Source: an optimization exercise on an open RTL-to-GDS flow (aim: small area). Production flows keep margins and buffers that such runs may drop. In this exercise RTL edits were held to simulation tests only and were not proved equivalent to the original. No driver is modelled on the clock port, so clocking that relies on it looks cheaper here than on a real chip. Power figures rest on the tool's default switching activity, not on a simulated workload.

===== flow/config.mk =====
export PLATFORM = sky130hd
export DESIGN_NAME = MyUART
export DESIGN_NICKNAME = MyUART
export VERILOG_FILES = /design/flow/design.v
export SDC_FILE = /design/flow/constraint.sdc
export NUM_CORES = 4
export LEC_CHECK = 0
export CAP_MARGIN = 20
export CORE_MARGIN = 2
export CORE_UTILIZATION = 40
export SLEW_MARGIN = 20

===== flow/constraint.sdc =====
create_clock -name core_clock -period 10.0 [get_ports {clk}]
set_input_delay 2.0000 -clock core_clock [delete_from_list [all_inputs] [get_ports {clk}]]
set_output_delay 2.0000 -clock core_clock [all_outputs]
set_load 0.01 [all_outputs]

===== flow/design.v =====
module Timer 
				#(parameter n = 8)
				(
				input clk,reset_n,
				input [n-1:0] final_value,
				output reg done
				);
				reg [n-1:0] Q;
				always @ (posedge clk , negedge reset_n)
				begin
					if (~reset_n)
						Q <= 'b0;
					else
					begin
						if ( Q == final_value)
						begin
							done <= 1'b1;
							Q <= 'b0;
						end
						else 
						begin
							done <= 1'b0;
							Q <= Q+1;
						end
					end
				end
endmodule 					
module MyFIFO 
				#(parameter Adress = 8,  
				parameter DataBits = 9)  
				(
				input clk,reset_n,
				input rd_en,wr_en,
				input [DataBits-2:0] data_wr,
				output reg [DataBits-2:0] data_rd,
				output [DataBits-2:0] head,                  
				output reg full,empty
				);
				reg [DataBits-2:0] MyFIFO [Adress-1:0];
				reg [2:0] wr_ptr,rd_ptr;
				reg [3:0] count;
				wire do_rd = !empty && rd_en;
				wire do_wr = !full && wr_en;
				always @ (*)
				begin
					empty = (count == 0);
					full = (count == 8);
				end
				always @ (posedge clk,negedge reset_n)       
				begin
					if (~reset_n)
						count <= 0;
					else if (do_rd && !do_wr)
						count <= count - 1;
					else if (do_wr && !do_rd)
						count <= count + 1;
					else
						count <= count;
				end
				always @ (posedge clk,negedge reset_n)      
				begin
					if (~reset_n)
						data_rd <= 0;
					else
					begin
						if (do_rd)
							data_rd <= MyFIFO[rd_ptr];
						else
							data_rd <= data_rd;
					end
				end
				assign head = MyFIFO[rd_ptr];
				always @ (posedge clk)    
				begin
					if (do_wr)
						MyFIFO[wr_ptr] <= data_wr ;
				end
				always @ (posedge clk ,negedge reset_n)         
				begin
					if (~reset_n)
					begin
						wr_ptr <= 0;
						rd_ptr <= 0;
					end
					else
				   begin	
						if (do_wr)
							wr_ptr <= wr_ptr + 1;
						else
							wr_ptr <= wr_ptr;
						if (do_rd)
							rd_ptr <= rd_ptr + 1;
						else
							rd_ptr <= rd_ptr;
					end
				end	
endmodule
module MyTransmitter
						 #(parameter DataBits = 9,ClkTicks = 16)
						 (
						 input clk,reset_n,
						 input tick,
						 input [DataBits-2:0] DataIn,
						 input DataTStart,
						 output reg DataTake,
						 output reg DataDone,
						 output DataT
						 );
						 reg [1:0] Q_next, Q_present;                            
						 reg DataT_next, DataT_present;
						 reg [$clog2(ClkTicks)-1:0] c_next, c_present;                                  
						 reg [$clog2(DataBits)-1:0] n_next, n_present;                          
						 reg [DataBits-2:0] st_next, st_present;                                   
						 reg parity_next,parity_present;
						 localparam idle = 0, start = 1, trans = 2, stop = 3;
						 always @ (posedge clk,negedge reset_n)
						 begin
							if (~reset_n)
							begin
								Q_present <= idle;
								c_present <= 0;
								n_present <= 0;
								st_present <= 0;
								DataT_present <= 1'b1;
								parity_present <= 1'b0;
							end
							else
							begin
								Q_present <= Q_next;
								c_present <= c_next;
								n_present <= n_next;
								st_present <= st_next;
								parity_present	<= parity_next;
								DataT_present <= DataT_next;
							end
						end
						always @ (*)
						begin
							Q_next = Q_present;
							st_next = st_present;
							c_next = c_present;
							n_next = n_present;
							DataTake = 1'b0;
							DataDone = 1'b0;
							parity_next	= parity_present;
							DataT_next = 1'b1;
							case (Q_present)
								idle:                                       
								begin
									DataT_next = 1'b1;
									if (DataTStart)
									begin
										c_next = 0;
										n_next = 0;
										st_next = DataIn;
										parity_next = 1'b0;
										DataTake = 1'b1;
										Q_next = start;
									end
									else
										Q_next = idle;
								end
								start:                                       
								begin
									DataT_next = 1'b0;
									if (tick)
									begin
										if (c_next == (ClkTicks-1))
										begin
											c_next = 0;
											n_next = 0;
											Q_next = trans;
										end
										else
										begin
											c_next = c_next + 1;
											Q_next = start;
										end
									end
									else
										Q_next = start;
								end
								trans:                                               
								begin
									if (n_next == (DataBits-1))
										DataT_next = parity_next;
									else
										DataT_next = st_next[0];
									if (tick)
									begin
										if (c_next == (ClkTicks-1))
										begin
											c_next = 0;
											if (n_next == (DataBits-1))
											begin
												n_next = 0;
												Q_next = stop;
											end
											else
											begin
												n_next = n_next + 1;
												parity_next = parity_next ^ st_next[0];
												st_next = st_next >> 1;
												Q_next = trans;
											end
										end
										else
										begin
											c_next = c_next + 1;
											Q_next = trans;
										end
									end
									else
										Q_next = trans;
								end
								stop:                                                                
								begin
									DataT_next = 1'b1;
									if (tick)
									begin
										if (c_next == (ClkTicks-1))
										begin
											DataDone = 1'b1;
											c_next = 0;
											Q_next = idle;
										end
										else
										begin
											c_next = c_next + 1;
											Q_next = stop;
										end
									end
									else
										Q_next = stop;
								end
								default:
									Q_next = idle;
							endcase
						end
					assign DataT = DataT_present;
endmodule
module MyReceiver 
						 #(parameter DataBits = 9,ClkTicks = 16)
						 (
						 input clk,reset_n,
						 input tick,
						 input DataR,
						 output reg DataDone,
						 output reg error_check,                                            
						 output [DataBits-2:0] DataROut
						 );
						 reg [1:0] Q_next , Q_present;
						 reg [$clog2(ClkTicks)-1:0] c_next, c_present;                                  
						 reg [$clog2(DataBits)-1:0] n_next, n_present;                          
						 reg [DataBits-2:0] st_next, st_present;                                   
						 reg parity_next,parity_present;
						 localparam idle = 0, start = 1, recieve = 2, stop = 3;
						 always @ (posedge clk,negedge reset_n)
						 begin
							if (~reset_n)
							begin
								Q_present <= idle;
								c_present <= 0;
								n_present <= 0;
								st_present <= 0;
								parity_present <= 0;
							end
							else
							begin
								Q_present <= Q_next;
								c_present <= c_next;
								n_present <= n_next;
								st_present <= st_next;
								parity_present	<=	parity_next;			
							end
						end
						always @ (*)
						begin
							Q_next = Q_present;
							st_next = st_present;
							c_next = c_present;
							n_next = n_present;
							DataDone = 1'b0;
							parity_next = parity_present;
							error_check = 0;
							case (Q_present)
								idle:                                       
								begin
									if (~DataR)
									begin
										c_next = 0;
										n_next = 0;
										parity_next = 1'b0;
										Q_next = start;
									end
									else
										Q_next = idle;
								end
								start:                                       
								begin
									if (tick)
									begin
										if (c_next == 7)
										begin
											c_next = 0;
											n_next = 0;
											Q_next = recieve;
										end
										else
										begin
											c_next = c_next + 1;
											Q_next = start;
										end
									end
									else
										Q_next = start;
								end
								recieve:                                               
								begin
									if (tick)
									begin
										if (c_next == (ClkTicks-1))
										begin
											c_next = 0;
											if (n_next == (DataBits-1))
											begin
												DataDone = 1'b1;
												Q_next = stop;
												error_check = (parity_next == DataR);
											end
											else
											begin
												st_next = {DataR,st_next[DataBits-2:1]};
												parity_next = parity_next ^ DataR;
												n_next = n_next + 1;
												Q_next = recieve;
											end
										end
										else
										begin
											c_next = c_next + 1;
											Q_next = recieve;
										end
									end
									else
										Q_next = recieve;
								end
								stop:                                                                
								begin
									if (tick)
									begin
										if (c_next == (ClkTicks-1))
										begin
											c_next = 0;
											Q_next = idle;								
										end
										else
										begin
											c_next = c_next + 1;
											Q_next = stop;
										end
									end
									else
										Q_next = stop;
								end
								default:
									Q_next = idle;
							endcase
						end
					assign DataROut = st_present;
endmodule
module MyUART 
				#(parameter DataBits = 9,ClkTicks = 16)
				(
				input clk,reset_n,
				input [11:0] FinalValue,
				input [DataBits-2:0] w_data,
				input wr_en,
				output T_full,
				output tx,                      
				input rx,                       
				output [DataBits-2:0] r_data,
				input rd_en,
				output R_empty,
			   output error_check
				);
				wire tick_en;               
				wire read_en_FIFO;          
				wire FIFO_T_empty;
				wire startT_en;             
				wire [DataBits-2:0] Data_FT;          
				wire write_en_FIFO;
				wire [DataBits-2:0] Data_RF; 
				Timer #(.n(12)) Stage0
				(
				.clk(clk),
				.reset_n(reset_n),
				.final_value(FinalValue),               
				.done(tick_en)                                 
				);   
				MyFIFO #(.DataBits(DataBits), .Adress(8)) Stage1
				(
				.clk(clk),
				.reset_n(reset_n),
			   .wr_en(wr_en),                                           
				.rd_en(read_en_FIFO),                                          
				.data_wr(w_data),                                            
				.data_rd(),
				.head(Data_FT),                                          
				.empty(FIFO_T_empty),                                               
				.full(T_full)                                                
				);
				assign startT_en = ~FIFO_T_empty;
				MyTransmitter #(.DataBits(DataBits), .ClkTicks(ClkTicks)) Stage2
				(
				.clk(clk),
				.reset_n(reset_n),
			   .tick(tick_en),                                             
				.DataIn(Data_FT),                                          
				.DataTStart(startT_en),                                     
				.DataTake(read_en_FIFO),                                      
				.DataDone(),
				.DataT(tx)
				);
				MyReceiver #(.DataBits(DataBits), .ClkTicks(ClkTicks))  Stage3
				(
				.clk(clk),
				.reset_n(reset_n),
				.tick(tick_en),																		
				.DataR(rx),
				.DataDone(write_en_FIFO),
            .DataROut(Data_RF),
				.error_check(error_check)
				);
				MyFIFO #(.DataBits(DataBits), .Adress(8)) Stage4
				(
				.clk(clk),
				.reset_n(reset_n),
			   .wr_en(write_en_FIFO),
				.rd_en(rd_en),
				.data_wr(Data_RF),
				.data_rd(r_data),
				.head(),
				.empty(R_empty),
				.full()
				);
endmodule

===== flow/run.sh =====
#!/bin/bash
# synth_recipe.tcl (not shown) runs the flow's synth.tcl, then flattens the netlist and writes it again
# the make line also repeats each setting of config.mk as NAME=value (left out here)
make -C /OpenROAD-flow-scripts/flow DESIGN_CONFIG=/design/flow/config.mk WORK_HOME=/design/flow/orfs CLKGATE_MAP_FILE= SYNTH_SCRIPT=/design/flow/synth_recipe.tcl finish

==> flow_summary.ini, run 1 <==
[clocking]
htree_levels = 1
cts-root-buf = clkbuf_16
cts.hold.buffers_added = 0
insertion_delay_ns = 0.51
cts_tree = built
cts.sinks = 208
clk_pin_slew_ns = 0.06
cts_buffers = 23
postCtsSetupBuffers = 0
cts_resized = 0
max-clock-path-buffers = 3

[critical_path]
arrival_ns = 3.57
cp_num_buf_inv = 2
crit_top_cell = clkdlybuf4s50_1
crit_family = buffers and inverters
cp-start-kind = primary input
path_cells = clkdlybuf4s50_1, xor2_1, nor4_1, clkdlybuf4s50_1
critPathKind = primary input to primary output
path_max_fanout = 8
crit_slowest_cell = clkdlybuf4s50_1
cp-end-kind = primary output
slowest_delay_ns = 0.60
worstPathRequired_ns = 8.00

[floorplanning]
die_h_um = 155
die_w_um = 155
start_util_pct = 40.6
rows = 55
dieArea_um2 = 24000
core-area_um2 = 22500
num_io_pins = 37

[finish]
syn2layout_area_growth_pct = 15.5
drive_gt1_share_pct = 14.9
final_common_cell = edfxtp_1
final_nets = 710
utilization_pct = 46.8
layout_common_cells = edfxtp_1 (129), dfrtp_1 (76), nand2_1 (39)
diodes = 0

[synth]
ys_async_sr_fraction_pct = 38.0
syn_area_per_cell_um2 = 14.8
ys_seq_area_share_pct = 64.1
syn_nets = 666
syn_area_um2 = 9130
ys_ff_latch = 208
netlist_instances = 617
ys.flop_type = edfxtp_1
synth_edf_count = 129
yosys.cell_types.count = 61
yosys_warnings = 4

[run]
cap_violations = 0

[global_routing]
grt_usage_pct = 14.0
antenna_found_initial = 0
grt_pass1_vias = 5306
grt_start_max_net_pins = 69
grt-ovfl-total = 0
grt_pass1_wl_mm = 27.1

[route]
wl_per_cell_um = 16.7
vias_per_cell = 5.30
dr.pass1.iters = 4
route.detailed.drc = 0
vias = 5102
wl_mm = 16.1
drt_iter0_drc = 239
antenna_left = 0

[power_and_ir_drop]
netSwitchingFraction_pct = 30.4
pwr-share-seq_pct = 46.4
pwr-share-clk_pct = 30.3
p_leak_uw = 0.00381
p_sw_uw = 838
p_comb_share_pct = 23.3
power_density_nw_per_um2 = 262
ir_worst_vdd_v = 0.000155
intPower_uw = 1920

[timing]
slew_headroom_pct = 38.8
hold_violations = 0
rsz0062_at_grt = no
clock_skew_ns = 0.0114
setup_tns_ns = 0
worst_pin_slew_ns = 0.918
setup_violations = 0
max_freq_mhz = 180
min_period_over_period_pct = 55.7
post-route-min-period_ns = 5.57
slew_violations = 0

[place]
io_buffer_count = 36
gp_congestion = 0.737
hpwl_mm = 10.6

[status]
outcome = timing/DRC/antenna clean

[min_path]
hold_path_class = flip-flop to flip-flop
[worst register-to-register path, stage by stage, from the launching register on]
cell and delay (ns):
dfrtp_1 0.37, ha_1 0.29, nand4_2 0.28, a2111oi_4 0.52, inv_1 0.10, ha_1 0.31
ha_1 0.32, a21oi_1 0.25, o21ai_0 0.16, o311ai_0 0.33
[cell families (layout without fill, tap and decap cells)]
group,Yosys count,after routing,share of synthesized area (%)
buf+inv,48,109,2.29
fa+ha+maj,24,24,3.45
mux,64,64,11.6
xor+xnor,38,38,3.65
compound gates,73,73,5.53
flops,208,208,64.1
simple gates,162,162,9.38
[power groups by stage]
stage / Combinational, µW / Clock, µW / Sequential, µW
global route: 716 / 895 / 1320
CTS: 648 / 855 / 1290
finish: 642 / 837 / 1280
global placement: 618 / 0 / 1290
detailed placement: 647 / 0 / 1300
floorplan: 577 / 0 / 1170
[cell type report]
cell class,instances,area (µm²)
Clock buffer,28,594
Clock inverter,14,155
Fill cell,1939,12000
Inverter,23,86.3
Multi-Input combinational cell,361,3080
Sequential cell,208,5850
Tap cell,285,357
Timing Repair Buffer,44,418
[worst paths after layout]
| path | depth (start not counted) | slack (ns) | startpoint | endpoint |
|---|---|---|---|---|
| worst min-delay path | 2 | 0.48 | Stage4.data_rd[7]$_DFFE_PN0P_ | Stage4.data_rd[7]$_DFFE_PN0P_ |
| worst max register to register | 9 | 6.95 | Stage3.c_present[1]$_DFFE_PN0P_ | Stage4.count[3]$_DFFE_PN0P_ |
| worst min register to register | 2 | 0.48 | Stage4.data_rd[7]$_DFFE_PN0P_ | Stage4.data_rd[7]$_DFFE_PN0P_ |
| max in group asynchronous | 2 | 7.46 | reset_n | Stage1.rd_ptr[1]$_DFFE_PN0P_ |
| min in group asynchronous | 1 | 1.33 | reset_n | Stage4.data_rd[7]$_DFFE_PN0P_ |
| worst max-delay path | 4 | 4.43 | rx | error_check |
[cells in the mapped netlist (4+ instances only)]
master | instances | share of area [%]
nand3_1 | 16 | 0.88
nor2b_1 | 4 | 0.27
inv_1 | 23 | 0.95
buf_2 | 7 | 0.38
mux2i_1 | 19 | 2.1
mux4_2 | 32 | 7.9
nand4_1 | 7 | 0.48
nand2b_1 | 9 | 0.62
a21oi_1 | 7 | 0.38
buf_1 | 5 | 0.21
nor4_1 | 7 | 0.48
xnor2_1 | 26 | 2.5
edfxtp_1 | 129 | 42
nand3b_1 | 6 | 0.49
xor2_1 | 12 | 1.2
dfrtp_1 | 78 | 21
nand2_1 | 39 | 1.6
o21ai_0 | 31 | 1.7
a31oi_1 | 4 | 0.27
a221o_1 | 8 | 0.88
mux2_2 | 13 | 1.6
clkbuf_1 | 9 | 0.37
nor3_1 | 16 | 0.88
ha_1 | 22 | 3.0
nor2_1 | 31 | 1.3
[routing by layer]
metal,routed length (µm),vias up,global-route usage [%]
met2,8190,77,25.1
li1,-,2415,-
met1,7070,2579,17.4
met5,0,-,0
met4,429,0,4.10
met3,411,31,2.23
[stage by stage]
stage | total power (µW) | instances | hold slack (ns) | worst slack (ns) | area (µm²)
2_1_floorplan | 1740 | 617 | 0.457 | 5.33 | 9130
3_3_place_gp | 1910 | 921 | 0.462 | 4.50 | 9780
3_5_place_dp | 1950 | 921 | 0.470 | 4.43 | 9790
4_1_cts | 2790 | 963 | 0.484 | 4.43 | 10500
5_1_grt | 2930 | 963 | 0.494 | 4.40 | 10500
6_report | 2760 | 963 | 0.478 | 4.43 | 10500
[state kept, by name, summed over array words and instances, names as in the netlist, 3 cells and up]
name,count
Stage4.MyFIFO,64
Stage1.wr_ptr,3
Stage4.wr_ptr,3
Stage1.count,4
Stage1.rd_ptr,3
Stage3.st_present,8
Stage4.rd_ptr,3
Stage0.Q,12
Stage2.st_present,8
Stage3.n_present,4
Stage2.c_present,4
Stage4.count,4
Stage1.MyFIFO,64
Stage3.c_present,4
Stage4.data_rd,8
Stage2.n_present,4
==> run 2, diff against run 1 <==
==> flow/design.v (replaced) <==
module Timer
				#(parameter n = 12)
				(
				input clk,reset_n,
				input [n-1:0] final_value,
				output reg done
				);
				reg [n-1:0] Q;
				wire hit = (Q == final_value);
				always @ (posedge clk , negedge reset_n)
					if (~reset_n)
						Q <= 'b0;
					else
						Q <= hit ? {n{1'b0}} : Q + 1'b1;
				always @ (posedge clk)
					done <= hit;
endmodule
module MyFIFO
				(
				input clk,reset_n,
				input rd_en,wr_en,
				input [7:0] data_wr,
				output [7:0] head,
				output full,empty
				);
				reg [7:0] mem [0:7];
				reg [3:0] wr_ptr,rd_ptr;
				assign empty = (wr_ptr == rd_ptr);
				assign full  = (wr_ptr == {~rd_ptr[3],rd_ptr[2:0]});
				assign head  = mem[rd_ptr[2:0]];
				wire do_rd = !empty && rd_en;
				wire do_wr = !full && wr_en;
				always @ (posedge clk)
					if (do_wr)
						mem[wr_ptr[2:0]] <= data_wr;
				always @ (posedge clk ,negedge reset_n)
					if (~reset_n)
					begin
						wr_ptr <= 0;
						rd_ptr <= 0;
					end
					else
					begin
						if (do_wr)
							wr_ptr <= wr_ptr + 1'b1;
						if (do_rd)
							rd_ptr <= rd_ptr + 1'b1;
					end
endmodule
module MyTransmitter
						 (
						 input clk,reset_n,
						 input tick,
						 input [7:0] DataIn,
						 input DataTStart,
						 output DataTake,
						 output reg DataT
						 );
						 reg [3:0] s;
						 reg [3:0] c;
						 reg [7:0] st;
						 wire idle = (s == 4'd0);
						 wire last = tick && (c == 4'd15);
						 assign DataTake = idle && DataTStart;
						 always @ (posedge clk,negedge reset_n)
							if (~reset_n)
								s <= 4'd0;
							else if (DataTake)
								s <= 4'd5;
							else if (!idle && last)
								s <= s + 1'b1;
						 always @ (posedge clk)
							if (DataTake)
								c <= 4'd0;
							else if (!idle && tick)
								c <= c + 1'b1;
						 always @ (posedge clk)
							if (DataTake)
								st <= DataIn;
							else if (last && (s[3] || (s[2] && s[1])))
								st <= {st[0]^st[7], st[7:1]};
						 reg tx_next;
						 always @ (*)
							case (s)
								4'd5:  tx_next = 1'b0;
								4'd14: tx_next = st[6];
								4'd15: tx_next = 1'b1;
								4'd0:  tx_next = 1'b1;
								default: tx_next = st[0];
							endcase
						 always @ (posedge clk,negedge reset_n)
							if (~reset_n)
								DataT <= 1'b1;
							else
								DataT <= tx_next;
endmodule
module MyReceiver
						 (
						 input clk,reset_n,
						 input tick,
						 input DataR,
						 output DataDone,
						 output error_check,
						 output reg [7:0] st
						 );
						 reg [3:0] s;
						 reg [3:0] c;
						 reg parity;
						 wire idle = (s == 4'd0);
						 wire last = tick && (c == 4'd15);
						 wire go = idle && !DataR;
						 assign DataDone = last && (s == 4'd14);
						 assign error_check = DataDone && (parity == DataR);
						 always @ (posedge clk,negedge reset_n)
							if (~reset_n)
								s <= 4'd0;
							else if (go)
								s <= 4'd5;
							else if (!idle && last)
								s <= s + 1'b1;
						 always @ (posedge clk)
							if (go)
								c <= 4'd8;
							else if (!idle && tick)
								c <= c + 1'b1;
						 always @ (posedge clk)
							if (last)
								st <= {DataR, st[7:1]};
						 always @ (posedge clk)
							if (s == 4'd5)
								parity <= 1'b0;
							else if (last)
								parity <= parity ^ DataR;
endmodule
module MyUART
				(
				input clk,reset_n,
				input [11:0] FinalValue,
				input [7:0] w_data,
				input wr_en,
				output T_full,
				output tx,
				input rx,
				output reg [7:0] r_data,
				input rd_en,
				output R_empty,
				output error_check
				);
				wire tick;
				wire t_empty, t_take;
				wire [7:0] t_head;
				wire r_wr, r_full;
				wire [7:0] r_byte, r_head;
				Timer #(.n(12)) Stage0 (.clk(clk), .reset_n(reset_n), .final_value(FinalValue), .done(tick));
				MyFIFO Stage1 (.clk(clk), .reset_n(reset_n), .wr_en(wr_en), .rd_en(t_take),
				               .data_wr(w_data), .head(t_head), .empty(t_empty), .full(T_full));
				MyTransmitter Stage2 (.clk(clk), .reset_n(reset_n), .tick(tick), .DataIn(t_head),
				                      .DataTStart(~t_empty), .DataTake(t_take), .DataT(tx));
				MyReceiver Stage3 (.clk(clk), .reset_n(reset_n), .tick(tick), .DataR(rx),
				                   .DataDone(r_wr), .error_check(error_check), .st(r_byte));
				MyFIFO Stage4 (.clk(clk), .reset_n(reset_n), .wr_en(r_wr), .rd_en(rd_en),
				               .data_wr(r_byte), .head(r_head), .empty(R_empty), .full(r_full));
				wire r_pop = rd_en && !R_empty;
				always @ (posedge clk, negedge reset_n)
					if (~reset_n)
						r_data <= 8'd0;
					else if (r_pop)
						r_data <= r_head;
endmodule
==> flow_summary.ini, run 2 <==
[status]
outcome = timing/DRC/antenna clean

[critical_path]
crit_slowest_cell = clkdlybuf4s50_1
cp_num_buf_inv = 2
crit_family = buffers and inverters
worstPathRequired_ns = 8.00
cp-end-kind = primary output
slowest_delay_ns = 0.56
crit_top_cell = clkdlybuf4s50_1
critPathKind = primary input to primary output
cp-start-kind = primary input
path_cells = clkdlybuf4s50_1, xor2_1, nor3_1, clkdlybuf4s50_1
arrival_ns = 3.37
path_max_fanout = 4

[run]
cap_violations = 0

[finish]
diodes = 0
num-fill-cells = 1744
drive_gt1_share_pct = 15.3
syn2layout_area_growth_pct = 14.8
final_common_cell = edfxtp_1
layout_common_cells = edfxtp_1 (144), dfrtp_1 (44), xnor2_1 (38)
final_nets = 609

[route]
wl_mm = 14.8
vias = 4318
vias_per_cell = 5.07
wl_per_cell_um = 17.3
dr.pass1.iters = 4
drt_iter0_drc = 143
route.detailed.drc = 0
antenna_left = 0

[synth]
syn_area_per_cell_um2 = 15.8
ys.flop_type = edfxtp_1
yosys.cell_types.count = 48
ys_ff_latch = 199
netlist_instances = 528
yosysMostFrequentCell = edfxtp_1
syn_nets = 568
ys_async_sr_fraction_pct = 22.6
yosys.area.top_type = edfxtp_1
synth_top_area_share_pct = 51.8
synth_common_cells = edfxtp_1 (144), dfrtp_1 (44), xnor2_1 (38), nor2_1 (34), nand2_1 (33)
netlist_top_cells_area = edfxtp_1 (52%), dfrtp_1 (13%), mux4_2 (8.6%)
syn_area_um2 = 8350
ys_seq_area_share_pct = 67.7
yosys_warnings = 5
synth_edf_count = 144

[timing]
max_freq_mhz = 186
slew_headroom_pct = 31.3
setup_violations = 0
post-route-min-period_ns = 5.37
worst_pin_slew_ns = 1.03
worst_slack_ns = 4.63
clock_skew_ns = 0.0151
slew_violations = 0
hold_violations = 0
setup_tns_ns = 0
rsz0062_at_grt = no
min_period_over_period_pct = 53.7
hold_ws_ns = 0.480

[clocking]
cts.sinks = 199
cts.hold.buffers_added = 0
cts-root-buf = clkbuf_16
cts_resized = 0
cts_tree = built
max-clock-path-buffers = 2
postCtsSetupBuffers = 0
clk_pin_slew_ns = 0.07
htree_levels = 4
insertion_delay_ns = 0.43
cts_buffers = 17

[global_routing]
grt_start_max_net_pins = 46
grt_pass1_vias = 4464
antenna_found_initial = 0
grt_usage_pct = 14.2
grt_pass1_wl_mm = 23.7
grt-ovfl-total = 0

[place]
io_buffer_count = 36
gp_congestion = 0.734
pre_cts_ws_ns = 4.64
hpwl_mm = 9.29

[power_and_ir_drop]
p_leak_uw = 0.00335
power_density_nw_per_um2 = 241
ir_worst_vdd_v = 0.000136
finalPower_uw = 2310

[min_path]
hold_path_class = flip-flop to flip-flop

[floorplanning]
dieArea_um2 = 22000
rows = 52
die_h_um = 148
die_w_um = 148
start_util_pct = 41.0
core-area_um2 = 20400
num_io_pins = 37
-- run 2: cell types whose count changed after synthesis, moves of 7 or more --
cell      before  now
dfxtp_1        0   10
ha_1          22   15
a221o_1        8    0
edfxtp_1     129  144
mux2_2        13    2
xnor2_1       26   38
dfrtp_1       78   44
-- run 2: routing by layer --
layer / vias to the layer above / wire, µm / track usage [%]
li1: 2052 / - / -
met1: 2195 / 6840 / 18.8
met2: 63 / 7300 / 23.4
met3: 8 / 482 / 3.47
met4: 0 / 131 / 4.57
met5: - / 0 / 0
-- run 2: worst paths after layout --
kind	slack (ns)	to	cells after the start	start
worst min-delay path	0.48	Stage3.c[3]$_SDFFE_PP1P_	1	Stage3.c[3]$_SDFFE_PP1P_
worst max-delay path	4.63	error_check	4	rx
worst max register to register	7.20	Stage1.mem[3][1]$_DFFE_PP_	4	Stage1.rd_ptr[1]$_DFFE_PN0P_
worst min register to register	0.48	Stage3.c[3]$_SDFFE_PP1P_	1	Stage3.c[3]$_SDFFE_PP1P_
max in group asynchronous	7.92	Stage2.s[0]$_DFFE_PN0P_	2	reset_n
min in group asynchronous	1.66	Stage0.Q[6]$_DFF_PN0_	2	reset_n
-- run 2: power breakdown --
group | switching (µW) | total, µW | internal, µW
registers | 121 | 1100 | 984
clock network | 323 | 679 | 357
logic | 243 | 526 | 283
total | 687 | 2310 | 1620
-- run 2: logic make-up after synthesis --
kind of cell / Yosys count / share of synthesized area (%)
AO/OA/AOI/OAI: 45 / 3.43
AND/OR/NAND/NOR: 124 / 7.18
buffers and inverters: 40 / 2.35
flip-flops: 199 / 67.7
multiplexers: 52 / 11.1
adder cells (fa/ha/maj): 15 / 2.25
XOR/XNOR: 53 / 5.96
-- run 2: area by class of cell --
cell class / count / area, µm² / area share, %
well taps: 270 / 338 / 3.52
inverters: 17 / 63.8 / 0.666
clock inverters: 14 / 163 / 1.70
flip-flops and latches: 199 / 5650 / 59.0
clock buffers: 18 / 429 / 4.48
repair buffers: 45 / 423 / 4.41
multi-input cells: 289 / 2520 / 26.3
-- run 2: per-stage QoR --
| stage | util (%) | area (µm²) | std cells |
|---|---|---|---|
| after floorplan | - | 8350 | 528 |
| after global placement | 44.2 | 8990 | 820 |
| after detailed placement | 44.2 | 8990 | 820 |
| after CTS | 47.1 | 9580 | 852 |
| after global routing | 47.1 | 9580 | 852 |
| final | 47.1 | 9580 | 852 |
==> run 3, diff against run 2 <==
--- a/flow/design.v
+++ b/flow/design.v
@@ -25,7 +25,19 @@
 				);
-				reg [7:0] mem [0:7];
-				reg [3:0] wr_ptr,rd_ptr;
-				assign empty = (wr_ptr == rd_ptr);
-				assign full  = (wr_ptr == {~rd_ptr[3],rd_ptr[2:0]});
-				assign head  = mem[rd_ptr[2:0]];
+				reg [63:0] sr;
+				reg [3:0] m;
+				assign empty = m[3];
+				assign full  = (m == 4'd7);
+				reg [7:0] head_r;
+				always @ (*)
+					case (m[2:0])
+						3'd0: head_r = sr[7:0];
+						3'd1: head_r = sr[15:8];
+						3'd2: head_r = sr[23:16];
+						3'd3: head_r = sr[31:24];
+						3'd4: head_r = sr[39:32];
+						3'd5: head_r = sr[47:40];
+						3'd6: head_r = sr[55:48];
+						default: head_r = sr[63:56];
+					endcase
+				assign head = head_r;
 				wire do_rd = !empty && rd_en;
@@ -34,16 +46,10 @@
 					if (do_wr)
-						mem[wr_ptr[2:0]] <= data_wr;
+						sr <= {sr[55:0], data_wr};
 				always @ (posedge clk ,negedge reset_n)
 					if (~reset_n)
-					begin
-						wr_ptr <= 0;
-						rd_ptr <= 0;
-					end
-					else
-					begin
-						if (do_wr)
-							wr_ptr <= wr_ptr + 1'b1;
-						if (do_rd)
-							rd_ptr <= rd_ptr + 1'b1;
-					end
+						m <= 4'd15;
+					else if (do_wr && !do_rd)
+						m <= m + 1'b1;
+					else if (do_rd && !do_wr)
+						m <= m - 1'b1;
 endmodule
==> flow/flow/run.sh (new file) <==
#!/bin/bash
set -euo pipefail
bash standard.sh \
  "BUFFER_PORTS_ARGS=-buffer_cell sky130_fd_sc_hd__buf_1" \
  "CTS_ARGS=-sink_clustering_enable -repair_clock_nets -dont_use_dummy_load -buf_list sky130_fd_sc_hd__clkbuf_8" \
  finish > standard.log 2>&1
==> flow/standard.sh (new file) <==
#!/bin/bash
# synth_recipe.tcl (not shown) runs the flow's synth.tcl, then flattens the netlist and writes it again
# the make line also repeats each setting of config.mk as NAME=value (left out here)
make -C /OpenROAD-flow-scripts/flow DESIGN_CONFIG=/design/flow/config.mk WORK_HOME=/design/flow/orfs CLKGATE_MAP_FILE= SYNTH_SCRIPT=/design/flow/synth_recipe.tcl "${@:-finish}"
removed: flow/run.sh
==> flow_summary.ini, run 3 <==
[clocking]
htree_levels = 4
cts-root-buf = clkbuf_8
max-clock-path-buffers = 2
cts_tree = built
insertion_delay_ns = 0.46
clk_pin_slew_ns = 0.11
cts_resized = 0
cts.hold.buffers_added = 0
cts.sinks = 191
postCtsSetupBuffers = 0
cts_buffers = 17

[synth]
syn_area_um2 = 8120
ys_ff_latch = 191
ys_async_sr_fraction_pct = 19.4
yosys.area.top_type = edfxtp_1
netlist_instances = 570
synth_common_cells = edfxtp_1 (144), o21ai_0 (38), nor2_1 (37), mux2i_1 (29), nand2_1 (29)
synth_top_area_share_pct = 53.3
yosys.cell_types.count = 56
synth_edf_count = 144
netlist_top_cells_area = edfxtp_1 (53%), dfrtp_1 (8.6%), mux2i_1 (3.6%)
syn_area_per_cell_um2 = 14.2
syn_nets = 614
yosysMostFrequentCell = edfxtp_1
ys_seq_area_share_pct = 67.3
ys.flop_type = edfxtp_1
yosys_warnings = 5

[critical_path]
worstPathRequired_ns = 8.00
r2r-start = Stage0.done$_DFF_P_
crit_slowest_cell = xor2_1
arrival_ns = 2.51
path_max_fanout = 5
critPathKind = primary input to primary output
slowest_delay_ns = 0.15
cp-start-kind = primary input
path_cells = buf_1, xor2_1, nor2_1, buf_1
crit_family = buffers and inverters
r2r_cells = 10
crit_top_cell = buf_1
cp-end-kind = primary output
r2r_slack_ns = 6.12
cp_num_buf_inv = 2
worstReg2RegEnd = Stage4.m[3]$_DFFE_PN1P_

[route]
route.detailed.drc = 0
vias_per_cell = 5.26
drt_iter0_drc = 322
antenna_left = 0
wl_per_cell_um = 16.1
vias = 4570
wl_mm = 14.0
dr.pass1.iters = 4

[power_and_ir_drop]
p_comb_share_pct = 24.1
p_leak_uw = 0.00302
pwr-share-clk_pct = 19.0
ir_worst_vdd_v = 0.000108
power_density_nw_per_um2 = 230
intPower_uw = 1360
pwr-share-seq_pct = 56.9
netSwitchingFraction_pct = 32.3
p_sw_uw = 648

[finish]
num-fill-cells = 1838
final_common_cell = edfxtp_1
syn2layout_area_growth_pct = 7.34
final_cells = 868
diodes = 0
drive_gt1_share_pct = 8.03
final_cell_area_um2 = 8710
layout_common_cells = edfxtp_1 (144), o21ai_0 (37), nor2_1 (36)
final_nets = 644

[timing]
min_period_over_period_pct = 45.1
slew_violations = 0
clock_skew_ns = 0.0402
slew_headroom_pct = 39.6
max_freq_mhz = 222
rsz0062_at_grt = no
post-route-min-period_ns = 4.51
setup_violations = 0
hold_violations = 0
worst_pin_slew_ns = 0.907
setup_tns_ns = 0

[min_path]
holdPathStages = 0
min_from = Stage3.st[7]$_DFFE_PP_
holdPathEnd = Stage3.st[6]$_DFFE_PP_
hold_path_class = flip-flop to flip-flop

[place]
dpl_cell_area_um2 = 8480
io_buffer_count = 36
hpwl_mm = 8.98
gp_congestion = 0.756
placed_cells = 851

[run]
cap_violations = 0

[global_routing]
grt_pass1_vias = 4680
grt_start_max_net_pins = 66
grt-ovfl-total = 0
grt_pass1_wl_mm = 23.9
antenna_found_initial = 0
grt_usage_pct = 13.9

[status]
outcome = timing/DRC/antenna clean

[floorplanning]
core-area_um2 = 20000
num_io_pins = 37
rows = 52
start_util_pct = 40.5
die_h_um = 146
die_w_um = 146
dieArea_um2 = 21400
-- run 3: cell types whose count changed after synthesis, moves of 9 or more --
cell | previous run | this run
dfrtp_1 | 44 | 28
mux4_2 | 32 | 6
clkbuf_1 | 3 | 13
xnor2_1 | 38 | 21
o31ai_1 | 1 | 10
a21oi_1 | 10 | 22
mux2i_1 | 16 | 29
and2_1 | 0 | 9
o21ai_0 | 26 | 38
-- run 3: stage by stage --
step	worst slack (ns)	utilization, %	hold WS [ns]	power [µW]
5_1_grt	5.40	43.5	0.435	2130
2_1_floorplan	3.43	-	0.400	1500
3_5_place_dp	5.48	42.3	0.430	1640
6_report	5.49	43.5	0.431	2010
3_3_place_gp	5.48	42.3	0.423	1620
4_1_cts	5.49	43.5	0.436	2030
-- run 3: final cells by class --
type                    count  area (µm²)  area share, %
well taps                 270         338           3.88
inverters                  12        45.0          0.517
multi-input cells         339        2470           28.4
repair buffers             39         159           1.82
clock buffers              17         234           2.69
flip-flops and latches    191        5460           62.7
-- run 3: kinds of logic (layout without fill, tap and decap cells) --
group	after synthesis	count (layout)	synth area share, %
AND/OR/NAND/NOR	125	125	7.89
buffers and inverters	40	68	2.41
XOR/XNOR	32	32	3.45
flip-flops	191	191	67.3
adder cells (fa/ha/maj)	19	19	3.11
multiplexers	38	38	5.66
AO/OA/AOI/OAI	125	125	10.2
-- run 3: how the worst max path moves through the flow --
stage	startpoint	endpoint	cells after the start
4_1_cts	rx	error_check	4
3_3_place_gp	rx	error_check	4
2_1_floorplan	wr_en	Stage1.m[3]$_DFFE_PN1P_	7
6_report	rx	error_check	4
5_1_grt	rx	error_check	4
3_5_place_dp	wr_en	Stage1.m[3]$_DFFE_PN1P_	9
-- run 3: power groups by stage --
| stage | sequential (µW) | clock, µW | combinational [µW] |
|---|---|---|---|
| 2_1_floorplan | 1060 | 0 | 438 |
| 3_3_place_gp | 1160 | 0 | 459 |
| 5_1_grt | 1170 | 422 | 541 |
| 4_1_cts | 1150 | 400 | 483 |
| 6_report | 1140 | 381 | 484 |
| 3_5_place_dp | 1160 | 0 | 481 |
-- run 3: layer usage --
metal | global-route usage [%] | up-vias | share of wire [%]
li1 | - | 2203 | -
met1 | 18.8 | 2283 | 47
met2 | 22.5 | 74 | 49
met3 | 3.09 | 10 | 2.7
met4 | 4.42 | 0 | 0.84
met5 | 0 | - | 0
==> run 4, diff against run 3 <==
--- a/flow/design.v
+++ b/flow/design.v
@@ -29,15 +29,7 @@
 				assign full  = (m == 4'd7);
-				reg [7:0] head_r;
-				always @ (*)
-					case (m[2:0])
-						3'd0: head_r = sr[7:0];
-						3'd1: head_r = sr[15:8];
-						3'd2: head_r = sr[23:16];
-						3'd3: head_r = sr[31:24];
-						3'd4: head_r = sr[39:32];
-						3'd5: head_r = sr[47:40];
-						3'd6: head_r = sr[55:48];
-						default: head_r = sr[63:56];
-					endcase
-				assign head = head_r;
+				wire [7:0] e0 = sr[7:0],   e1 = sr[15:8],  e2 = sr[23:16], e3 = sr[31:24];
+				wire [7:0] e4 = sr[39:32], e5 = sr[47:40], e6 = sr[55:48], e7 = sr[63:56];
+				wire [7:0] lo = m[1] ? (m[0] ? e3 : e2) : (m[0] ? e1 : e0);
+				wire [7:0] hi = m[1] ? (m[0] ? e7 : e6) : (m[0] ? e5 : e4);
+				assign head = m[2] ? hi : lo;
 				wire do_rd = !empty && rd_en;
@@ -67,4 +59,6 @@
 						 reg [7:0] st;
-						 wire idle = (s == 4'd0);
+						 wire parity = ^st;
+						 wire idle = (s == 4'd2);
 						 wire last = tick && (c == 4'd15);
+						 wire bitv = st[s[2:0]];
 						 assign DataTake = idle && DataTStart;
@@ -72,5 +66,5 @@
 							if (~reset_n)
-								s <= 4'd0;
+								s <= 4'd2;
 							else if (DataTake)
-								s <= 4'd5;
+								s <= 4'd7;
 							else if (!idle && last)
@@ -85,13 +79,12 @@
 								st <= DataIn;
-							else if (last && (s[3] || (s[2] && s[1])))
-								st <= {st[0]^st[7], st[7:1]};
 						 reg tx_next;
 						 always @ (*)
-							case (s)
-								4'd5:  tx_next = 1'b0;
-								4'd14: tx_next = st[6];
-								4'd15: tx_next = 1'b1;
-								4'd0:  tx_next = 1'b1;
-								default: tx_next = st[0];
-							endcase
+							if (s[3])
+								tx_next = bitv;
+							else if (s == 4'd7)
+								tx_next = 1'b0;
+							else if (s == 4'd0)
+								tx_next = parity;
+							else
+								tx_next = 1'b1;
 						 always @ (posedge clk,negedge reset_n)
@@ -114,6 +107,6 @@
 						 reg parity;
-						 wire idle = (s == 4'd0);
+						 wire idle = (s == 4'd2);
 						 wire last = tick && (c == 4'd15);
 						 wire go = idle && !DataR;
-						 assign DataDone = last && (s == 4'd14);
+						 assign DataDone = last && (s == 4'd0);
 						 assign error_check = DataDone && (parity == DataR);
@@ -121,5 +114,5 @@
 							if (~reset_n)
-								s <= 4'd0;
+								s <= 4'd2;
 							else if (go)
-								s <= 4'd5;
+								s <= 4'd7;
 							else if (!idle && last)
@@ -135,3 +128,3 @@
 						 always @ (posedge clk)
-							if (s == 4'd5)
+							if (s == 4'd7)
 								parity <= 1'b0;
==> flow_summary.ini, run 4 <==
[synth]
ys_ff_latch = 191
netlist_instances = 451
netlist_top_cells_area = edfxtp_1 (55%), mux4_2 (8.8%), dfrtp_1 (8.2%)
ys_seq_area_share_pct = 69.1
synth_edf_count = 144
yosys.cell_types.count = 45
synth_common_cells = edfxtp_1 (144), xnor2_1 (32), mux4_2 (31), dfrtp_1 (26), nor2_1 (22)
ys_async_sr_fraction_pct = 19.4
syn_nets = 493
yosysMostFrequentCell = edfxtp_1
yosys.area.top_type = edfxtp_1
synth_top_area_share_pct = 54.7
syn_area_per_cell_um2 = 17.5
ys.flop_type = edfxtp_1
yosys_warnings = 5
syn_area_um2 = 7910

[finish]
diodes = 0
final_nets = 535
drive_gt1_share_pct = 16.7
layout_common_cells = edfxtp_1 (144), buf_1 (35), xnor2_1 (32)
syn2layout_area_growth_pct = 7.48
regArea_um2 = 5460
final_common_cell = edfxtp_1
multi_input_area_um2 = 2270
num-fill-cells = 1738

[place]
gp_congestion = 0.683
hpwl_mm = 7.52
io_buffer_count = 36

[timing]
post-route-min-period_ns = 4.55
slew_violations = 0
rsz0062_at_grt = no
worst_pin_slew_ns = 1.02
setup_tns_ns = 0
setup_violations = 0
min_period_over_period_pct = 45.5
clock_skew_ns = 0.0428
max_freq_mhz = 220
slew_headroom_pct = 32.1
hold_violations = 0

[route]
dr.pass1.iters = 4
route.detailed.drc = 0
antenna_left = 0
wl_per_cell_um = 15.7
vias_per_cell = 5.02
drt_iter0_drc = 280
wl_mm = 11.9
vias = 3792

[clocking]
cts.sinks = 191
cts_tree = built
max-clock-path-buffers = 2
cts_buffers = 17
clk_pin_slew_ns = 0.08
postCtsSetupBuffers = 0
cts.hold.buffers_added = 0
cts-root-buf = clkbuf_8
cts_resized = 0
htree_levels = 4
insertion_delay_ns = 0.46

[power_and_ir_drop]
power_density_nw_per_um2 = 220
intPower_uw = 1360
pwr-share-clk_pct = 20.0
p_leak_uw = 0.00286
finalPower_uw = 1870
p_sw_uw = 512
p_comb_share_pct = 19.9
netSwitchingFraction_pct = 27.4
pwr-share-seq_pct = 60.1
ir_worst_vdd_v = 0.000113

[floorplanning]
num_io_pins = 37
die_h_um = 145
rows = 51
core-area_um2 = 19500
die_w_um = 145
dieArea_um2 = 20900
start_util_pct = 40.6

[critical_path]
r2r-start = Stage2.s[1]$_DFFE_PN1P_
crit_family = buffers and inverters
cp_num_buf_inv = 2
path_max_fanout = 6
crit_top_cell = buf_1
r2r_slack_ns = 6.73
arrival_ns = 2.55
worstPathRequired_ns = 8.00
path_cells = buf_1, xor2_1, nor2_1, buf_1
cp-end-kind = primary output
slowest_delay_ns = 0.16
critPathKind = primary input to primary output
crit_slowest_cell = xor2_1
cp-start-kind = primary input
critPathLaunch = rx

[global_routing]
grt-ovfl-total = 0
grt_start_max_net_pins = 65
grt_pass1_wl_mm = 19.8
antenna_found_initial = 0
grt_usage_pct = 12.3
grt_pass1_vias = 3907

[min_path]
min_from = Stage3.st[0]$_DFFE_PP_
hold_path_class = flip-flop to flip-flop

[run]
cap_violations = 0

[status]
outcome = timing/DRC/antenna clean
run 4: final cells by class:
cell class,count,share of cell area (%)
clock buffer,17,2.75
tap,265,3.90
sequential,191,64.3
timing repair buffer,39,1.87
multi-input combinational,232,26.7
inverter,12,0.530
run 4: cell families after synthesis:
kind of cell	share of synthesized area, %
AOI/OAI and AO/OA	2.83
xor gates and xnor gates	4.65
adders and majority gates	2.88
buffers and inverters	2.58
DFF	69.1
muxes	12.9
and+or+nand+nor	5.05
run 4: routing by layer:
| layer | part of all wire [%] | vias up | track usage (%) |
|---|---|---|---|
| met5 | 0 | - | 0 |
| met4 | 1.4 | 0 | 4.70 |
| met3 | 3.6 | 14 | 3.28 |
| met2 | 47 | 65 | 18.7 |
| met1 | 48 | 1922 | 17.2 |
| li1 | - | 1791 | - |
run 4: worst reg2reg max path: cells and delay by family, from the launching register on:
kind,cells,cell delay [ns]
AO/OA/AOI/OAI,2,0.41
XOR/XNOR,1,0.14
buffers and inverters,2,0.26
flip-flops,1,0.61
multiplexers,1,0.28
adder cells (fa/ha/maj),3,0.65
AND/OR/NAND/NOR,2,0.85
run 4: worst paths after layout:
check                                     endpoint  cells after the start
setup / recovery                       error_check                      4
hold / removal              Stage4.sr[0]$_DFFE_PP_                      0
setup reg to reg           Stage1.m[3]$_DFFE_PN1P_                     11
hold reg to reg             Stage4.sr[0]$_DFFE_PP_                      0
max in group asynchronous  Stage2.s[2]$_DFFE_PN0P_                      1
min in group asynchronous    r_data[1]$_DFFE_PN0P_                      1
run 4: stage by stage:
| stage | hold slack [ns] | instances | util, % | setup slack, ns | area, µm² |
|---|---|---|---|---|---|
| detailed placement | 0.406 | 739 | 42.5 | 5.43 | 8270 |
| global placement | 0.405 | 739 | 42.5 | 5.44 | 8270 |
| global route | 0.434 | 756 | 43.7 | 5.39 | 8500 |
| floorplan | 0.400 | 451 | - | 3.52 | 7910 |
| finish | 0.424 | 756 | 43.7 | 5.45 | 8500 |
| CTS | 0.426 | 756 | 43.7 | 5.43 | 8500 |
run 4: power groups by stage:
stage,logic (µW),registers (µW),clock network (µW)
floorplan,403,1040,0
global placement,365,1150,0
detailed placement,377,1150,0
CTS,377,1140,392
global route,413,1150,421
finish,372,1130,375
==> run 5, diff against run 4 <==
==> flow/design.v (replaced) <==
module RdMux
				(
				input [7:0] sel,
				input [63:0] d,
				output reg [7:0] q
				);
				integer i;
				always @ (*)
				begin
					q = 8'd0;
					for (i = 0; i < 8; i = i + 1)
						q = q | ({8{sel[i]}} & d[i*8 +: 8]);
				end
endmodule
module MyUART
				(
				input clk,reset_n,
				input [11:0] FinalValue,
				input [7:0] w_data,
				input wr_en,
				output T_full,
				output reg tx,
				input rx,
				output reg [7:0] r_data,
				input rd_en,
				output R_empty,
				output error_check
				);
				reg [11:0] q;
				reg tick;                                   
				wire hit = (q == FinalValue);
				always @ (posedge clk, negedge reset_n)
					if (~reset_n)
						q <= 12'd0;
					else
						q <= hit ? 12'd0 : q + 1'b1;
				always @ (posedge clk)
					tick <= hit;
				reg [63:0] t_sr;
				reg [3:0] t_k;
				wire [3:0] t_m = ~t_k;
				wire t_empty = t_m[3];
				assign T_full = (t_m == 4'd7);
				wire [7:0] t_head;
				RdMux t_mux (.sel(8'd1 << t_m[2:0]), .d(t_sr), .q(t_head));
				wire t_push = wr_en && !T_full;
				wire t_pop;
				always @ (posedge clk)
					if (t_push)
						t_sr <= {t_sr[55:0], w_data};
				always @ (posedge clk, negedge reset_n)
					if (~reset_n)
						t_k <= 4'd0;
					else if (t_push && !t_pop)
						t_k <= t_k - 1'b1;
					else if (t_pop && !t_push)
						t_k <= t_k + 1'b1;
				reg [3:0] t_sx;
				wire [3:0] t_s = t_sx ^ 4'd2;
				reg [3:0] t_c;
				reg [7:0] t_st;
				wire t_idle = (t_s == 4'd2);
				wire t_last = tick && (t_c == 4'd15);
				wire t_bit = t_st[t_s[2:0]];
				assign t_pop = t_idle && !t_empty;
				always @ (posedge clk, negedge reset_n)
					if (~reset_n)
						t_sx <= 4'd0;
					else if (t_pop)
						t_sx <= 4'd7 ^ 4'd2;
					else if (!t_idle && t_last)
						t_sx <= (t_s + 1'b1) ^ 4'd2;
				always @ (posedge clk)
					if (t_pop)
						t_c <= 4'd0;
					else if (tick)
						t_c <= t_c + 1'b1;
				always @ (posedge clk)
					if (t_pop)
						t_st <= t_head;
				reg tx_next;
				always @ (*)
					if (t_s[3])
						tx_next = t_bit;
					else if (t_s == 4'd7)
						tx_next = 1'b0;
					else if (t_s == 4'd0)
						tx_next = ^t_st;
					else
						tx_next = 1'b1;
				always @ (posedge clk, negedge reset_n)
					if (~reset_n)
						tx <= 1'b1;
					else
						tx <= tx_next;
				reg [3:0] r_sx;
				wire [3:0] r_s = r_sx ^ 4'd2;
				reg [3:0] r_c;
				reg [7:0] r_st;
				reg r_par;
				wire r_idle = (r_s == 4'd2);
				wire r_last = tick && (r_c == 4'd15);
				wire r_go = r_idle && !rx;
				wire r_done = r_last && (r_s == 4'd0);
				assign error_check = r_done && (r_par == rx);
				always @ (posedge clk, negedge reset_n)
					if (~reset_n)
						r_sx <= 4'd0;
					else if (r_go)
						r_sx <= 4'd7 ^ 4'd2;
					else if (!r_idle && r_last)
						r_sx <= (r_s + 1'b1) ^ 4'd2;
				always @ (posedge clk)
					if (r_go)
						r_c <= 4'd8;
					else if (tick)
						r_c <= r_c + 1'b1;
				always @ (posedge clk)
					if (r_last)
						r_st <= {rx, r_st[7:1]};
				always @ (posedge clk)
					if (r_s == 4'd7)
						r_par <= 1'b0;
					else if (r_last)
						r_par <= r_par ^ rx;
				reg [63:0] r_sr;
				reg [3:0] r_k;
				wire [3:0] r_m = ~r_k;
				assign R_empty = r_m[3];
				wire r_full = (r_m == 4'd7);
				wire [7:0] r_head;
				RdMux r_mux (.sel(8'd1 << r_m[2:0]), .d(r_sr), .q(r_head));
				wire r_push = r_done && !r_full;
				wire r_pop = rd_en && !R_empty;
				always @ (posedge clk)
					if (r_push)
						r_sr <= {r_sr[55:0], r_st};
				always @ (posedge clk, negedge reset_n)
					if (~reset_n)
						r_k <= 4'd0;
					else if (r_push && !r_pop)
						r_k <= r_k - 1'b1;
					else if (r_pop && !r_push)
						r_k <= r_k + 1'b1;
				always @ (posedge clk, negedge reset_n)
					if (~reset_n)
						r_data <= 8'd0;
					else if (r_pop)
						r_data <= r_head;
endmodule
--- a/flow/config.mk
+++ b/flow/config.mk
@@ -11 +11,3 @@
 export SLEW_MARGIN = 20
+export SYNTH_HIERARCHICAL = 1
+export SYNTH_MINIMUM_KEEP_SIZE = 0
==> flow_summary.ini, run 5 <==
[route]
vias_per_cell = 5.38
dr.pass1.iters = 5
vias = 4109
route.detailed.drc = 0
wl_mm = 13.1
antenna_left = 0
wl_per_cell_um = 17.1
drt_iter0_drc = 370

[synth]
netlist_top_cells_area = edfxtp_1 (56%), dfrtp_1 (12%), a22oi_1 (5.7%)
synth_compound_area_share_pct = 8.24
ys.flop_type = edfxtp_1
yosys_warnings = 8
synth_top_family_by_area = compound AO/OA/AOI/OAI gates
yosysMostFrequentCell = edfxtp_1
ys_ff_latch = 191
yosys.area_share.simple_pct = 6.64
netlist_instances = 497
synth_common_cells = edfxtp_1 (144), a22oi_1 (58), xnor2_1 (37), dfrtp_1 (36), nor2_1 (29)
synth_top_area_share_pct = 56.3
synth_edf_count = 144
ys_async_sr_fraction_pct = 19.4
syn_area_per_cell_um2 = 15.5
yosys.cell_types.count = 38
ys_seq_area_share_pct = 70.9
synthAdderAreaFrac_pct = 2.96
yosys.area.top_type = edfxtp_1
syn_nets = 539
syn_area_um2 = 7690
synth_xor_xnor_area_share_pct = 5.35
synth_mux_area_share_pct = 2.78

[critical_path]
arrival_ns = 2.56
worstPathRequired_ns = 8.00
cp-end-kind = primary output
crit_slowest_cell = xor2_1
path_max_fanout = 5
slowest_delay_ns = 0.16
critPathKind = primary input to primary output
crit_top_cell = buf_1
path_cells = buf_1, xor2_1, nor2_1, buf_1
cp_num_buf_inv = 2
crit_family = buffers and inverters
cp-start-kind = primary input

[floorplanning]
die_w_um = 143
dieArea_um2 = 20300
start_util_pct = 41.0
core-area_um2 = 18800
die_h_um = 143
rows = 50
num_io_pins = 37

[timing]
rsz0062_at_grt = no
worst_pin_slew_ns = 1.11
setup_tns_ns = 0
hold_violations = 0
clock_skew_ns = 0.0332
slew_violations = 0
slew_headroom_pct = 25.4
worst_slack_ns = 5.44
min_period_over_period_pct = 45.6
setup_violations = 0
max_freq_mhz = 219
hold_ws_ns = 0.414
post-route-min-period_ns = 4.56

[place]
dpl_cell_area_um2 = 7980
io_buffer_count = 36
gp_congestion = 0.762
pre_cts_ws_ns = 5.45
hpwl_mm = 8.52

[min_path]
hold_path_class = flip-flop to flip-flop

[global_routing]
grt_start_max_net_pins = 66
grt_pass1_vias = 4146
antenna_found_initial = 0
grt_pass1_wl_mm = 21.2
grt-ovfl-total = 0
grt_usage_pct = 13.3

[clocking]
clk_pin_slew_ns = 0.08
postCtsSetupBuffers = 0
cts_tree = built
htree_levels = 4
cts_resized = 0
cts_buffers = 17
cts.hold.buffers_added = 0
cts.sinks = 191
insertion_delay_ns = 0.46
max-clock-path-buffers = 2
cts-root-buf = clkbuf_8

[power_and_ir_drop]
p_sw_uw = 473
p_comb_share_pct = 17.2
intPower_uw = 1240
pwr-share-seq_pct = 60.8
p_leak_uw = 0.00283
pwr-share-clk_pct = 22.0
power_density_nw_per_um2 = 207
ir_worst_vdd_v = 0.000123
finalPower_uw = 1710
netSwitchingFraction_pct = 27.7

[finish]
final_cell_area_um2 = 8240
num-fill-cells = 1672
final_nets = 574
syn2layout_area_growth_pct = 7.23
drive_gt1_share_pct = 8.49
final_common_cell = edfxtp_1
layout_common_cells = edfxtp_1 (144), a22oi_1 (58), xnor2_1 (37)
diodes = 0

[run]
cap_violations = 0

[status]
outcome = timing/DRC/antenna clean
-- run 5: final timing paths --
check                             startpoint                    end  slack (ns)  depth (start not counted)
setup reg to reg                tick$_DFF_P_     r_k[3]$_DFFE_PN0P_        6.44                         10
hold / removal             r_st[0]$_DFFE_PP_      r_sr[0]$_DFFE_PP_        0.41                          0
min in group asynchronous            reset_n  r_data[1]$_DFFE_PN0P_        1.69                          1
hold reg to reg            r_st[0]$_DFFE_PP_      r_sr[0]$_DFFE_PP_        0.41                          0
max in group asynchronous            reset_n    r_sx[0]$_DFFE_PN0P_        7.73                          1
setup / recovery                          rx            error_check        5.44                          4
-- run 5: cell families (layout without fill, tap and decap cells) --
logic type / after synthesis / count (layout)
buffers and inverters: 39 / 72
adder cells (fa/ha/maj): 17 / 17
multiplexers: 17 / 17
flip-flops: 191 / 191
AO/OA/AOI/OAI: 84 / 84
AND/OR/NAND/NOR: 102 / 102
XOR/XNOR: 47 / 47
-- run 5: power groups by stage --
stage                     Clock [µW]  Sequential (µW)  Combinational (µW)
after floorplan                    0             1030                 240
after global placement             0             1050                 275
after detailed placement           0             1050                 293
after CTS                        392             1040                 294
after global routing             418             1050                 326
final                            375             1040                 294
-- run 5: area by class of cell --
type | instances | area (µm²) | area share, %
Clock buffer | 17 | 234 | 2.84
Multi-Input combinational cell | 267 | 2050 | 24.8
Inverter | 16 | 60.1 | 0.729
Tap cell | 234 | 293 | 3.55
Sequential cell | 191 | 5450 | 66.1
Timing Repair Buffer | 39 | 159 | 1.93
-- run 5: stage by stage --
step / std cells / utilization, %
3_5_place_dp: 747 / 42.5
4_1_cts: 764 / 43.8
5_1_grt: 764 / 43.9
2_1_floorplan: 497 / -
3_3_place_gp: 747 / 42.5
6_report: 764 / 43.9
-- run 5: layer usage --
layer	routed length [µm]	vias to the layer above	track usage [%]
met1	6090	2062	18.2
met4	182	0	4.74
met2	6330	85	20.9
met5	0	-	0
met3	468	12	3.22
li1	-	1950	-
-- run 5: Yosys stat by module, one instance, submodules excluded --
module	cells inside	cell area, µm²
MyUART	401	6930
RdMux	48	379
==> run 6, diff against run 5 <==
==> flow/flow/run.sh (replaced) <==
#!/bin/bash
set -euo pipefail
bash standard.sh \
  "BUFFER_PORTS_ARGS=-buffer_cell sky130_fd_sc_hd__buf_1" \
  "CTS_ARGS=-sink_clustering_enable -repair_clock_nets -dont_use_dummy_load -buf_list sky130_fd_sc_hd__clkbuf_4" \
  "POST_CTS_TCL=$PWD/flow/fix_clk.tcl" \
  finish > standard.log 2>&1
==> flow/flow/fix_clk.tcl (new file) <==
# Clock-tree buffer sizing, run after CTS (POST_CTS_TCL). CTS builds the tree
# from one buffer size; this gives each clock buffer the smallest clkbuf size
# for which the slews at the pins it drives stay under a target: clk_ff_ps at
# flip-flop clock pins, clk_buf_ps at the inputs of the next clock buffers.
if {![info exists clk_ff_ps]} { set clk_ff_ps 118.0 }
if {![info exists clk_buf_ps]} { set clk_buf_ps 350.0 }
set clk_sizes {sky130_fd_sc_hd__clkbuf_1 sky130_fd_sc_hd__clkbuf_2 sky130_fd_sc_hd__clkbuf_4 sky130_fd_sc_hd__clkbuf_8 sky130_fd_sc_hd__clkbuf_16}

proc clk_pin_slew_ps {p} {
  set worst 0
  foreach e {rise fall} { foreach a {min max} {
    set ps [expr {[sta::time_ui_sta [get_property $p slew_${a}_$e]] * 1e12}]
    if {$ps > $worst} { set worst $ps }
  }}
  return $worst
}

# 1 if a load pin driven by inst is over its target
proc clk_over {inst} {
  global clk_ff_ps clk_buf_ps
  foreach opin [get_pins -of_objects $inst -filter "direction == output"] {
    foreach p [get_pins -of_objects [get_nets -of_objects $opin] -filter "direction == input"] {
      set load [get_cells -of_objects $p]
      set lim [expr {[string match clkbuf_* [get_full_name $load]] ? $clk_buf_ps : $clk_ff_ps}]
      if {[clk_pin_slew_ps $p] > $lim} { return 1 }
    }
  }
  return 0
}

proc clk_bufs {} {
  set r {}
  foreach inst [get_cells clkbuf_*] {
    if {[string match sky130_fd_sc_hd__clkbuf_* [get_property $inst ref_name]]} { lappend r $inst }
  }
  return $r
}

set_propagated_clock [all_clocks]
estimate_parasitics -placement
# shrink each buffer as far as its loads allow
foreach inst [clk_bufs] {
  while {1} {
    set m [get_property $inst ref_name]
    set i [lsearch $clk_sizes $m]
    if {$i <= 0} { break }
    replace_cell $inst [lindex $clk_sizes [expr {$i - 1}]]
    estimate_parasitics -placement
    if {[clk_over $inst]} {
      replace_cell $inst $m
      estimate_parasitics -placement
      break
    }
  }
}
# then grow any buffer whose loads miss the target (a driver's slew moves its loads' slews)
for {set iter 0} {$iter < 8} {incr iter} {
  set changed 0
  foreach inst [clk_bufs] {
    set i [lsearch $clk_sizes [get_property $inst ref_name]]
    if {[clk_over $inst] && $i < [llength $clk_sizes] - 1} {
      replace_cell $inst [lindex $clk_sizes [expr {$i + 1}]]
      estimate_parasitics -placement
      incr changed
    }
  }
  puts "fix_clk: grow pass $iter changed $changed"
  if {$changed == 0} { break }
}
set mx 0
foreach pin [all_registers -clock_pins -edge_triggered] {
  set s [clk_pin_slew_ps $pin]
  if {$s > $mx} { set mx $s }
}
puts "fix_clk: worst flip-flop clock pin slew $mx ps"
foreach inst [clk_bufs] { puts "fix_clk: [get_full_name $inst] [get_property $inst ref_name]" }
detailed_placement
check_placement -verbose
estimate_parasitics -placement
==> flow_summary.ini, run 6 <==
[status]
outcome = did not finish
stop_stage = 4_1_cts
error = Error: cts.tcl, 90 can't read "clk_ff_ps": no such variable

[synth]
netlist_instances = 497
ys_seq_area_share_pct = 70.9
syn_area_um2 = 7690
synth_common_cells = edfxtp_1 (144), a22oi_1 (58), xnor2_1 (37), dfrtp_1 (36), nor2_1 (29)
ys.flop_type = edfxtp_1
yosys.cell_types.count = 38
netlist_top_cells_area = edfxtp_1 (56%), dfrtp_1 (12%), a22oi_1 (5.7%)
synth_edf_count = 144
ys_async_sr_fraction_pct = 19.4
syn_nets = 539
ys_ff_latch = 191
yosysMostFrequentCell = edfxtp_1
synth_top_area_share_pct = 56.3
syn_area_per_cell_um2 = 15.5
yosys_warnings = 8
yosys.area.top_type = edfxtp_1

[clocking]
cts.sinks = 191

[floorplanning]
start_util_pct = 41.0
die_w_um = 143
die_h_um = 143
num_io_pins = 37
rows = 50

[place]
dpl_cell_area_um2 = 7980
io_buffer_count = 36
hpwl_mm = 8.52
gp_congestion = 0.762
-- run 6: logic make-up after synthesis --
kind of cell | synth area share [%]
AOI/OAI and AO/OA | 8.24
xor gates and xnor gates | 5.35
adders and majority gates | 2.96
buffers and inverters | 3.11
DFF | 70.9
muxes | 2.78
and+or+nand+nor | 6.64
-- run 6: per-module statistics from Yosys, one instance, submodules excluded --
module	times used	cell area [µm²]
MyUART	1	6930
RdMux	2	379
-- run 6: power groups by stage --
stage | sequential (µW) | clock (µW) | combinational [µW]
after global placement | 1050 | 0 | 275
after detailed placement | 1050 | 0 | 293
after floorplan | 1030 | 0 | 240
-- run 6: how the worst max path moves through the flow --
stage / startpoint / endpoint / slack, ns / cells past startpoint
after detailed placement: rx / error_check / 5.45 / 4
after global placement: rx / error_check / 5.47 / 4
after floorplan: wr_en / t_k[3]$_DFFE_PN0P_ / 3.58 / 7
-- run 6: per-stage QoR --
stage / utilization [%] / instances / setup WS, ns
2_1_floorplan: - / 497 / 3.58
3_3_place_gp: 42.5 / 747 / 5.47
3_5_place_dp: 42.5 / 747 / 5.45

==> afterwards: timing with drivers on the ports <==
Ports are ideal in the flow. The routed layouts listed here were re-timed in OpenROAD. Step 1 assumes that a clkbuf_16 drives the clock port and a buf_2 every other input. Step 2 also shifts input and output timing later by t, the mid clock arrival at the registers, as if the neighbouring blocks saw the same clock. a / b / c = ideal / step 1 / step 2; a / b = the first two.
| run | t, ns | slack for setup (ns) | latest minus earliest clock arrival (ns) | worst register clock-pin slew, ns | cell pins on the clock port's net |
|---|---|---|---|---|---|
| run 1 | 0.546 | 4.430 / 4.407 / 4.407 | 0.012 / 0.012 | 0.06 / 0.06 | 1 |
| run 2 | 0.467 | 4.631 / 4.609 / 4.609 | 0.015 / 0.016 | 0.08 / 0.08 | 1 |
| run 3 | 0.480 | 5.494 / 5.471 / 5.456 | 0.041 / 0.041 | 0.11 / 0.11 | 1 |
| run 4 | 0.477 | 5.449 / 5.426 / 5.426 | 0.044 / 0.043 | 0.11 / 0.11 | 1 |
| run 5 | 0.476 | 5.435 / 5.413 / 5.413 | 0.039 / 0.039 | 0.11 / 0.11 | 1 |
After both steps setup and hold are still met in every run listed. The setup slack of run 3, which loses most, moves by -0.023 ns with the drivers and by -0.038 ns with both steps.
